Background: an optimization exercise with open tools, aiming at small area, a short achievable clock period and few clock cycles per item. Do not read the settings as production practice. At most, simulation tests tie the RTL to the original design; equivalence was not proved. Power is estimated from default activity; no workload was simulated.

the previous run:
==> module image_filter, before the edit <==
module image_filter #(
    parameter H = 6
)(
    input                i_clk,
    input                i_nrst,
    input      [3:0]     i_mode,           
    input                i_valid,
    input      [(2*H+3)*8-1:0] i_taps,
    output reg           o_wstb,
    output reg [7:0]     o_filtered_pixel
);
    wire ident = i_mode[0];
    wire sharp = i_mode[1];
    wire edged = i_mode[2];
    wire blur  = i_mode[3];
    wire [7:0] p00 = i_taps[(2*H+2)*8 +: 8];
    wire [7:0] p01 = i_taps[(  H+2)*8 +: 8];
    wire [7:0] p02 = i_taps[(    2)*8 +: 8];
    wire [7:0] p10 = i_taps[(2*H+1)*8 +: 8];
    wire [7:0] p11 = i_taps[(  H+1)*8 +: 8];
    wire [7:0] p12 = i_taps[(    1)*8 +: 8];
    wire [7:0] p20 = i_taps[(2*H  )*8 +: 8];
    wire [7:0] p21 = i_taps[(  H  )*8 +: 8];
    wire [7:0] p22 = i_taps[(    0)*8 +: 8];
    reg  [9:0]  x1, d1;
    reg  [7:0]  c1;
    reg         v1;
    reg  [12:0] s2;
    reg         v2;
    wire [12:0] opa = blur  ? {2'b0, c1, 3'b111} :
                      edged ? {2'b0, c1, 3'b010} :
                      sharp ? {3'b0, c1, 2'b01}  : {5'b0, c1};
    wire [12:0] opb = blur  ? {2'b0, x1, 1'b0} :
                      ident ? 13'd0 : ~{3'b0, x1};
    wire [12:0] ope = blur  ? {3'b0, d1} :
                      edged ? ~{3'b0, d1} :
                      sharp ? {5'b0, c1} : 13'd0;
    wire [12:0] css = opa ^ opb ^ ope;
    wire [12:0] csc = {(opa[11:0] & opb[11:0]) | (opa[11:0] & ope[11:0]) | (opb[11:0] & ope[11:0]), blur};
    reg  [7:0]  clamped;
    always @(*) begin
        if (blur)
            clamped = s2[12] ? 8'hff : s2[11:4];
        else if (s2[12])
            clamped = 8'h00;
        else if (|s2[11:8])
            clamped = 8'hff;
        else
            clamped = s2[7:0];
    end
    always @(posedge i_clk) begin
        x1 <= p01 + p10 + p12 + p21;
        d1 <= p00 + p02 + p20 + p22;
        c1 <= ident ? p22 : p11;
        s2 <= css + csc;
        o_filtered_pixel <= clamped;
    end
    always @(posedge i_clk or negedge i_nrst) begin
        if (!i_nrst) begin
            v1     <= 1'b0;
            v2     <= 1'b0;
            o_wstb <= 1'b0;
        end else begin
            v1     <= i_valid;
            v2     <= v1;
            o_wstb <= v2;
        end
    end
endmodule
==> module gpu_controller, before the edit <==
module gpu_controller #(
    parameter ZP_IMAGE_WIDTH        = 34,
    parameter ZP_IMAGE_HEIGHT       = 34,
    parameter H                     = 6
)(
    input               i_clk,
    input               i_nrst,
    input               i_start_pulse,
    input      [1:0]    i_filter_type,
    output     [17:0]   o_mem_addr,
    output reg [3:0]    o_mode,
    output reg          o_win_valid,
    input               i_wstb,
    output reg          o_finish_pulse,
    output     [17:0]   o_filtered_addr
);
    localparam W    = ZP_IMAGE_WIDTH;
    localparam OW   = ZP_IMAGE_WIDTH - 2;
    localparam OH   = ZP_IMAGE_HEIGHT - 2;
    localparam R    = H - 2;                 
    localparam NS   = OH / R;                
    localparam KB   = 3;
    localparam XB   = 6;
    localparam SB   = 3;
    localparam JB   = 2;
    localparam CB   = 5;
    localparam AB   = 11;
    localparam NB   = SB + CB + JB;          
    reg            start_q;
    reg  [1:0]     ft_q;
    reg            running;
    reg  [KB-1:0]  k;
    reg  [XB-1:0]  x;
    reg  [SB-1:0]  s;
    reg  [AB-1:0]  addr;
    reg  [NB-1:0]  cnt;
    wire ident   = o_mode[0];
    wire k_end   = ident ? (k == R-1)  : (k == H-1);
    wire x_end   = ident ? (x == OW-1) : (x == W-1);
    wire s_end   = (s == NS-1);
    localparam [AB-1:0] STEP_ROW   = W;
    localparam [AB-1:0] STEP_COL_N = 1 - (H-1)*W;
    localparam [AB-1:0] STEP_COL_I = 1 - (R-1)*W;
    localparam [AB-1:0] STEP_STR_N = -W - (W-1);
    localparam [AB-1:0] STEP_STR_I = W - (OW-1);
    reg [AB-1:0] step;
    always @(*) begin
        if (!k_end)      step = STEP_ROW;
        else if (!x_end) step = ident ? STEP_COL_I : STEP_COL_N;
        else             step = ident ? STEP_STR_I : STEP_STR_N;
    end
    assign o_mem_addr      = {{(18-AB){1'b0}}, addr};
    assign o_filtered_addr = {{(18-NB){1'b0}}, cnt[NB-1 -: SB], cnt[JB-1:0], cnt[JB +: CB]};
    always @(posedge i_clk or negedge i_nrst) begin
        if (!i_nrst) begin
            start_q        <= 1'b0;
            running        <= 1'b0;
            o_win_valid    <= 1'b0;
            o_finish_pulse <= 1'b0;
        end else begin
            start_q        <= i_start_pulse;
            if (start_q)
                running    <= 1'b1;
            else if (k_end && x_end && s_end)
                running    <= 1'b0;
            o_win_valid    <= running && (ident || (k >= 2 && x >= 2));
            o_finish_pulse <= i_wstb && (&cnt);
        end
    end
    always @(posedge i_clk) begin
        ft_q <= i_filter_type;
        if (start_q) begin
            o_mode <= 4'b0001 << ft_q;
            k      <= 0;
            x      <= 0;
            s      <= 0;
            addr   <= (ft_q == 2'd0) ? W + 1 : 0;
            cnt    <= 0;
        end else begin
            addr <= addr + step;
            if (!k_end) begin
                k <= k + 1'b1;
            end else begin
                k <= 0;
                if (!x_end) begin
                    x <= x + 1'b1;
                end else begin
                    x <= 0;
                    s <= s + 1'b1;
                end
            end
            if (i_wstb)
                cnt <= cnt + 1'b1;
        end
    end
endmodule
export LEC_CHECK = 0
export CAP_MARGIN = 20
export CORE_MARGIN = 2
export CORE_UTILIZATION = 50
export SLEW_MARGIN = 20
create_clock -name core_clock -period 20.0 [get_ports {i_clk}]
standard.sh (not shown) runs the stock make flow with config.mk's settings and CLKGATE_MAP_FILE= SYNTH_SCRIPT=/design/flow/synth_recipe.tcl, a recipe that flattens the netlist after the stock synthesis.
==> flow/flow/run.sh <==
#!/bin/bash
# Standard layout, with plain buffers on the ports and a lighter clock tree.
set -euo pipefail
bash standard.sh \
  "BUFFER_PORTS_ARGS=-buffer_cell sky130_fd_sc_hd__buf_1" \
  "CTS_ARGS=-sink_clustering_enable -repair_clock_nets -dont_use_dummy_load -buf_list sky130_fd_sc_hd__clkbuf_8 -sink_clustering_size 20 -sink_clustering_max_diameter 150" \
  finish > standard.log 2>&1
The previous run: full flow OK, the timing, design-rule and antenna checks passed
Changes in the current run relative to the previous run:
--- a/flow/design.v
+++ b/flow/design.v
@@ -39,26 +39,25 @@
     reg  [7:0]  c1;
     reg         v1;
-    reg  [12:0] s2;
+    reg  [12:0] u2;
+    reg  [12:0] m2;
     reg         v2;
-    wire [12:0] opa = blur  ? {2'b0, c1, 3'b111} :
-                      edged ? {2'b0, c1, 3'b010} :
-                      sharp ? {3'b0, c1, 2'b01}  : {5'b0, c1};
-    wire [12:0] opb = blur  ? {2'b0, x1, 1'b0} :
-                      ident ? 13'd0 : ~{3'b0, x1};
-    wire [12:0] ope = blur  ? {3'b0, d1} :
-                      edged ? ~{3'b0, d1} :
-                      sharp ? {5'b0, c1} : 13'd0;
-    wire [12:0] css = opa ^ opb ^ ope;
-    wire [12:0] csc = {(opa[11:0] & opb[11:0]) | (opa[11:0] & ope[11:0]) | (opb[11:0] & ope[11:0]), blur};
+    reg  [12:0] s3;
+    reg         v3;
+    wire [12:0] xs = blur ? {2'b0, x1, 1'b0} : ident ? 13'd0 : {3'b0, x1};
+    wire [12:0] dm = (blur | edged) ? {3'b0, d1} : sharp ? -{5'b0, c1} : 13'd0;
+    wire [12:0] mm = (blur | edged) ? {2'b0, c1, 3'b0} : sharp ? {3'b0, c1, 2'b0} : {5'b0, c1};
+    wire [12:0] uop = blur ? u2 : ~u2;
+    wire [3:0]  lo  = {1'b0, m2[2:0]} + {1'b0, uop[2:0]} + {3'b0, ~blur};
+    wire [9:0]  hi  = m2[12:3] + uop[12:3] + {9'b0, lo[3] | blur};
     reg  [7:0]  clamped;
     always @(*) begin
         if (blur)
-            clamped = s2[12] ? 8'hff : s2[11:4];
-        else if (s2[12])
+            clamped = s3[12] ? 8'hff : s3[11:4];
+        else if (s3[12])
             clamped = 8'h00;
-        else if (|s2[11:8])
+        else if (|s3[11:8])
             clamped = 8'hff;
         else
-            clamped = s2[7:0];
+            clamped = s3[7:0];
     end
     always @(posedge i_clk) begin
@@ -66,5 +65,7 @@
         d1 <= p00 + p02 + p20 + p22;
         c1 <= ident ? p22 : p11;
-        s2 <= css + csc;
+        u2 <= xs + dm;
+        m2 <= mm;
+        s3 <= {hi, lo[2:0]};
         o_filtered_pixel <= clamped;
     end
@@ -73,9 +74,11 @@
             v1     <= 1'b0;
             v2     <= 1'b0;
+            v3     <= 1'b0;
             o_wstb <= 1'b0;
         end else begin
             v1     <= i_valid;
             v2     <= v1;
-            o_wstb <= v2;
+            v3     <= v2;
+            o_wstb <= v3;
         end
     end
@@ -195,14 +198,16 @@
             cnt    <= 0;
         end else begin
-            addr <= addr + step;
-            if (!k_end) begin
-                k <= k + 1'b1;
-            end else begin
-                k <= 0;
-                if (!x_end) begin
-                    x <= x + 1'b1;
+            if (running) begin
+                addr <= addr + step;
+                if (!k_end) begin
+                    k <= k + 1'b1;
                 end else begin
-                    x <= 0;
-                    s <= s + 1'b1;
+                    k <= 0;
+                    if (!x_end) begin
+                        x <= x + 1'b1;
+                    end else begin
+                        x <= 0;
+                        s <= s + 1'b1;
+                    end
                 end
             end
[summary]
- The current run: PASS, flow complete, no timing, DRC or antenna violations
- Per the comparison of the current run with the previous run, path depth of the worst reg2reg path now sits higher, global-route usage now sits higher, static power due to leakage now sits higher, xor/xnor share of the synthesized area now sits higher, power share of the combinational group now sits lower.
Testbench counts of the current run, summed over its fixed seeds: cycles 35,712, frames 24.
Function not checked in the previous run: the RTL went through the layout flow alone.

* * *

Another version of the RTL of mini_gpu (not shown whole).
For scale: about 680 cells after synthesis, ~180 flip-flops, roughly 59 I/O pins.
## mini_gpu
module mini_gpu #(
    parameter PIXEL_WIDTH           = 8,
    parameter ADDR_WIDTH            = 18,
    parameter FILTER_WIDTH          = 2,
    parameter ARRAY_WIDTH           = 4,
    parameter ZP_IMAGE_WIDTH        = 34,
    parameter ZP_IMAGE_HEIGHT       = 34
)(
    input                      i_clk,
    input                      i_nrst,
    input   [PIXEL_WIDTH-1:0]  i_mem_pixel,
    output  [ADDR_WIDTH-1 :0]  o_mem_addr,
    input                      i_start_pulse,
    input   [FILTER_WIDTH-1:0] i_filter_type,
    output                     o_finish_pulse,
    output                     o_filtered_wstb,
    output  [ADDR_WIDTH-1 :0]  o_filtered_addr,
    output  [PIXEL_WIDTH-1:0]  o_filtered_pixel
);
clock: 20.0 ns
lec_check: 0
cap_margin: 20
core_margin: 2
core_utilization: 50
slew_margin: 20
==> flow/flow/run.sh <==
#!/bin/bash
# Standard layout, with plain buffers on the ports, a lighter clock tree, and
# stronger cells on the output paths (flow/pre_dpl.tcl, before detailed
# placement).
set -euo pipefail
bash standard.sh \
  "BUFFER_PORTS_ARGS=-buffer_cell sky130_fd_sc_hd__buf_1" \
  "CTS_ARGS=-sink_clustering_enable -repair_clock_nets -dont_use_dummy_load -buf_list sky130_fd_sc_hd__clkbuf_8 -root_buf sky130_fd_sc_hd__clkbuf_16 -sink_clustering_size 16 -sink_clustering_max_diameter 150" \
  "PRE_DETAIL_PLACE_TCL=$PWD/flow/pre_dpl.tcl" \
  SKIP_REPAIR_TIE_FANOUT=1 \
  finish > standard.log 2>&1
==> flow/flow/pre_dpl.tcl <==
# Before detailed placement: give the output ports stronger port buffers and
# stronger flip-flops to drive them (same cells, higher drive strength).
set up {
  sky130_fd_sc_hd__buf_1   sky130_fd_sc_hd__buf_2
  sky130_fd_sc_hd__dfxtp_1 sky130_fd_sc_hd__dfxtp_2
  sky130_fd_sc_hd__dfrtp_1 sky130_fd_sc_hd__dfrtp_2
}
# flip-flops that also drive logic of their own
set up4 {
  sky130_fd_sc_hd__dfxtp_1 sky130_fd_sc_hd__dfxtp_4
  sky130_fd_sc_hd__dfrtp_1 sky130_fd_sc_hd__dfrtp_4
}
proc driver_of {net} {
  foreach pin [get_pins -quiet -of_objects $net] {
    if {[get_property $pin direction] == "output"} { return [get_cells -of_objects $pin] }
  }
  return ""
}
set n 0
foreach port [get_ports *] {
  if {[get_property $port direction] != "output"} continue
  set buf [driver_of [get_nets [get_full_name $port]]]
  if {$buf == ""} continue
  set ref [get_property $buf ref_name]
  if {![dict exists $up $ref]} continue
  replace_cell [get_full_name $buf] [dict get $up $ref]
  incr n
  set ff [driver_of [get_nets -of_objects [get_pins [get_full_name $buf]/A]]]
  if {$ff == ""} continue
  set fref [get_property $ff ref_name]
  set loads [llength [get_pins -quiet -of_objects [get_nets -of_objects [get_pins [get_full_name $buf]/A]]]]
  if {$loads > 3 && [dict exists $up4 $fref]} {
    replace_cell [get_full_name $ff] [dict get $up4 $fref]
    incr n
  } elseif {[dict exists $up $fref]} {
    replace_cell [get_full_name $ff] [dict get $up $fref]
    incr n
  }
}
puts "pre_dpl: resized $n cells"
Testbench counts at the start, summed over its fixed seeds: cycles 35,658, frames 24.
==> next run, changes <==
--- a/flow/design.v
+++ b/flow/design.v
@@ -11,23 +11,25 @@
     end
 endmodule
 `timescale 1ns / 1ps
 module image_filter #(
     parameter H = 6
 )(
     input                i_clk,
     input                i_start,          
     input      [1:0]     i_filter_type,    
     input      [(2*H+1)*8-1:0] i_taps,
-    output reg [7:0]     o_filtered_pixel
+    output reg [7:0]     o_filtered_pixel,
+    output               o_ident           
 );
     reg ident, sharp, edged, blur;
+    assign o_ident = ident;
     always @(posedge i_clk) begin
         if (i_start) begin
             ident <= (i_filter_type == 2'd0);
             sharp <= (i_filter_type == 2'd1);
             edged <= (i_filter_type == 2'd2);
             blur  <= (i_filter_type == 2'd3);
         end
     end
     wire [7:0] p01 = i_taps[(  H+2)*8 +: 8];
     wire [7:0] p20 = i_taps[(2*H  )*8 +: 8];
@@ -71,67 +73,69 @@
 endmodule
 `timescale 1ns / 1ps
 module gpu_arithmetic #(
     parameter PIXEL_WIDTH           = 8,
     parameter H                     = 6
 )(
     input                      i_clk,
     input   [PIXEL_WIDTH-1:0]  i_mem_pixel,
     input                      i_start,
     input   [1:0]              i_filter_type,
-    output  [PIXEL_WIDTH-1:0]  o_filtered_pixel
+    output  [PIXEL_WIDTH-1:0]  o_filtered_pixel,
+    output                     o_ident
 );
     localparam N = 2*H + 1;                  
     wire [N*8-1:0] taps;
     input_buffer #(
         .N                  (N                  )
     ) i_input_buffer (
         .i_clk              (i_clk              ),
         .i_mem_pixel        (i_mem_pixel        ),
         .o_taps             (taps               )
     );
     image_filter #(
         .H                  (H                  )
     ) i_image_filter (
         .i_clk              (i_clk              ),
         .i_start            (i_start            ),
         .i_filter_type      (i_filter_type      ),
         .i_taps             (taps               ),
-        .o_filtered_pixel   (o_filtered_pixel   )
+        .o_filtered_pixel   (o_filtered_pixel   ),
+        .o_ident            (o_ident            )
     );
 endmodule
 `timescale 1ns / 1ps
 module gpu_controller #(
     parameter ZP_IMAGE_WIDTH        = 34,
     parameter ZP_IMAGE_HEIGHT       = 34,
     parameter H                     = 6
 )(
     input               i_clk,
     input               i_nrst,
     input               i_start_pulse,
     input      [1:0]    i_filter_type,
+    input               i_ident,         
     output     [17:0]   o_mem_addr,
     output reg          o_wstb,
     output reg          o_finish_pulse,
     output     [17:0]   o_filtered_addr
 );
     localparam W    = ZP_IMAGE_WIDTH;
     localparam OW   = ZP_IMAGE_WIDTH - 2;
     localparam R    = H - 2;                 
     localparam AB   = 11;                    
     reg  [2:0]     kl;
     reg  [5:0]     xl;
     reg  [2:0]     s;
     reg  [AB-1:0]  addr;
-    reg            not_ident;        
     reg            active;           
-    wire ident   = !not_ident;
+    wire ident   = i_ident;
     wire       kl_end   = (kl == R-1);           
     wire       xl_end   = (xl == OW-1);          
     wire [2:0] kl_first = ident ? 3'd0 : 3'd6;   
     wire [5:0] xl_first = ident ? 6'd0 : 6'd62;  
     reg  [2:0] kl_next;
     reg  [5:0] xl_next;
     reg  [2:0] s_next;
     always @(*) begin
         kl_next = kl + 1'b1;
         xl_next = xl;
@@ -171,21 +175,20 @@
             o_wstb         <= 1'b0;
             o_finish_pulse <= 1'b0;
         end else begin
             active         <= active_next;
             o_wstb         <= active_next && write_next;
             o_finish_pulse <= active_next && last_next;
         end
     end
     always @(posedge i_clk) begin
         if (i_start_pulse) begin
-            not_ident <= !start_ident;
             kl        <= start_ident ? 3'd2 : 3'd1;
             xl        <= 6'd61;
             s         <= 3'd0;
             addr      <= start_ident ? W + 1 : 0;
         end else begin
             kl        <= kl_next;
             xl        <= xl_next;
             s         <= s_next;
             addr      <= addr + step;
         end
@@ -205,35 +208,38 @@
     input   [PIXEL_WIDTH-1:0]  i_mem_pixel,
     output  [ADDR_WIDTH-1 :0]  o_mem_addr,
     input                      i_start_pulse,
     input   [FILTER_WIDTH-1:0] i_filter_type,
     output                     o_finish_pulse,
     output                     o_filtered_wstb,
     output  [ADDR_WIDTH-1 :0]  o_filtered_addr,
     output  [PIXEL_WIDTH-1:0]  o_filtered_pixel
 );
     localparam H = 6;                        
+    wire       ident;                        
     gpu_controller #(
         .ZP_IMAGE_WIDTH     (ZP_IMAGE_WIDTH     ),
         .ZP_IMAGE_HEIGHT    (ZP_IMAGE_HEIGHT    ),
         .H                  (H                  )
     ) i_gpu_controller (
         .i_clk              (i_clk              ),
         .i_nrst             (i_nrst             ),
         .i_start_pulse      (i_start_pulse      ),
         .i_filter_type      (i_filter_type      ),
+        .i_ident            (ident              ),
         .o_mem_addr         (o_mem_addr         ),
         .o_wstb             (o_filtered_wstb    ),
         .o_finish_pulse     (o_finish_pulse     ),
         .o_filtered_addr    (o_filtered_addr    )
     );
     gpu_arithmetic #(
         .PIXEL_WIDTH        (PIXEL_WIDTH        ),
         .H                  (H                  )
     ) i_gpu_arithmetic (
         .i_clk              (i_clk              ),
         .i_mem_pixel        (i_mem_pixel        ),
         .i_start            (i_start_pulse      ),
         .i_filter_type      (i_filter_type      ),
-        .o_filtered_pixel   (o_filtered_pixel   )
-    );
-endmodule
+        .o_filtered_pixel   (o_filtered_pixel   ),
+        .o_ident            (ident              )
+    );
+endmodule
Setup slack stays flat.
Global-route usage climbs by 0.29 points.
Cell area climbs by 1.0%.
Area after synthesis climbs by about 0.9%.
Fmax stays flat.
Wire length climbs by 1.7%.
Via count climbs by 2.2%.
Clock power is about the same.
Worst hold slack is better by 0.0045 ns.
Core utilization climbs by 0.34 points.
Synthesized cell count climbs by 4.4%.
Combinational power climbs by 6.8%.
Sequential share of layout area drops by 0.85 points.
Flip-flop and latch count drops by 1.
No functional check of the RTL was part of the second run of this note.

[re-timing with driven ports]
Ports are ideal in the flow. The routed layouts listed here were re-timed in OpenROAD.
Step 1 (the two cells are an assumption about what drives the block):
set clk [get_ports {i_clk}]
set_driving_cell -lib_cell sky130_fd_sc_hd__clkbuf_16 $clk
set_driving_cell -lib_cell sky130_fd_sc_hd__buf_2 [delete_from_list [all_inputs] $clk]
Step 2, shift: input delay + t, output delay - t, t = (earliest + latest rising clock arrival at the registers) / 2. This alone moves slack from input paths to output paths.
Three values: ideal ports, drivers, drivers and shift; two values: the first two.
run	shift t [ns]	slack for setup (ns)	clock arrival spread, ns
the previous run	0.516	14.807 / 14.770 / 15.286	0.023 / 0.023
the current run	0.545	14.776 / 14.739 / 15.285	0.037 / 0.037
the first run of note 2	0.401	15.106 / 15.065 / 15.097	0.031 / 0.031
the second run of note 2	0.398	15.104 / 15.064 / 15.107	0.040 / 0.040
After both steps every run listed still meets setup and hold. For the first run of note 2, which loses most, drivers alone change the setup slack by -0.041 ns; drivers and shift together by -0.009 ns.
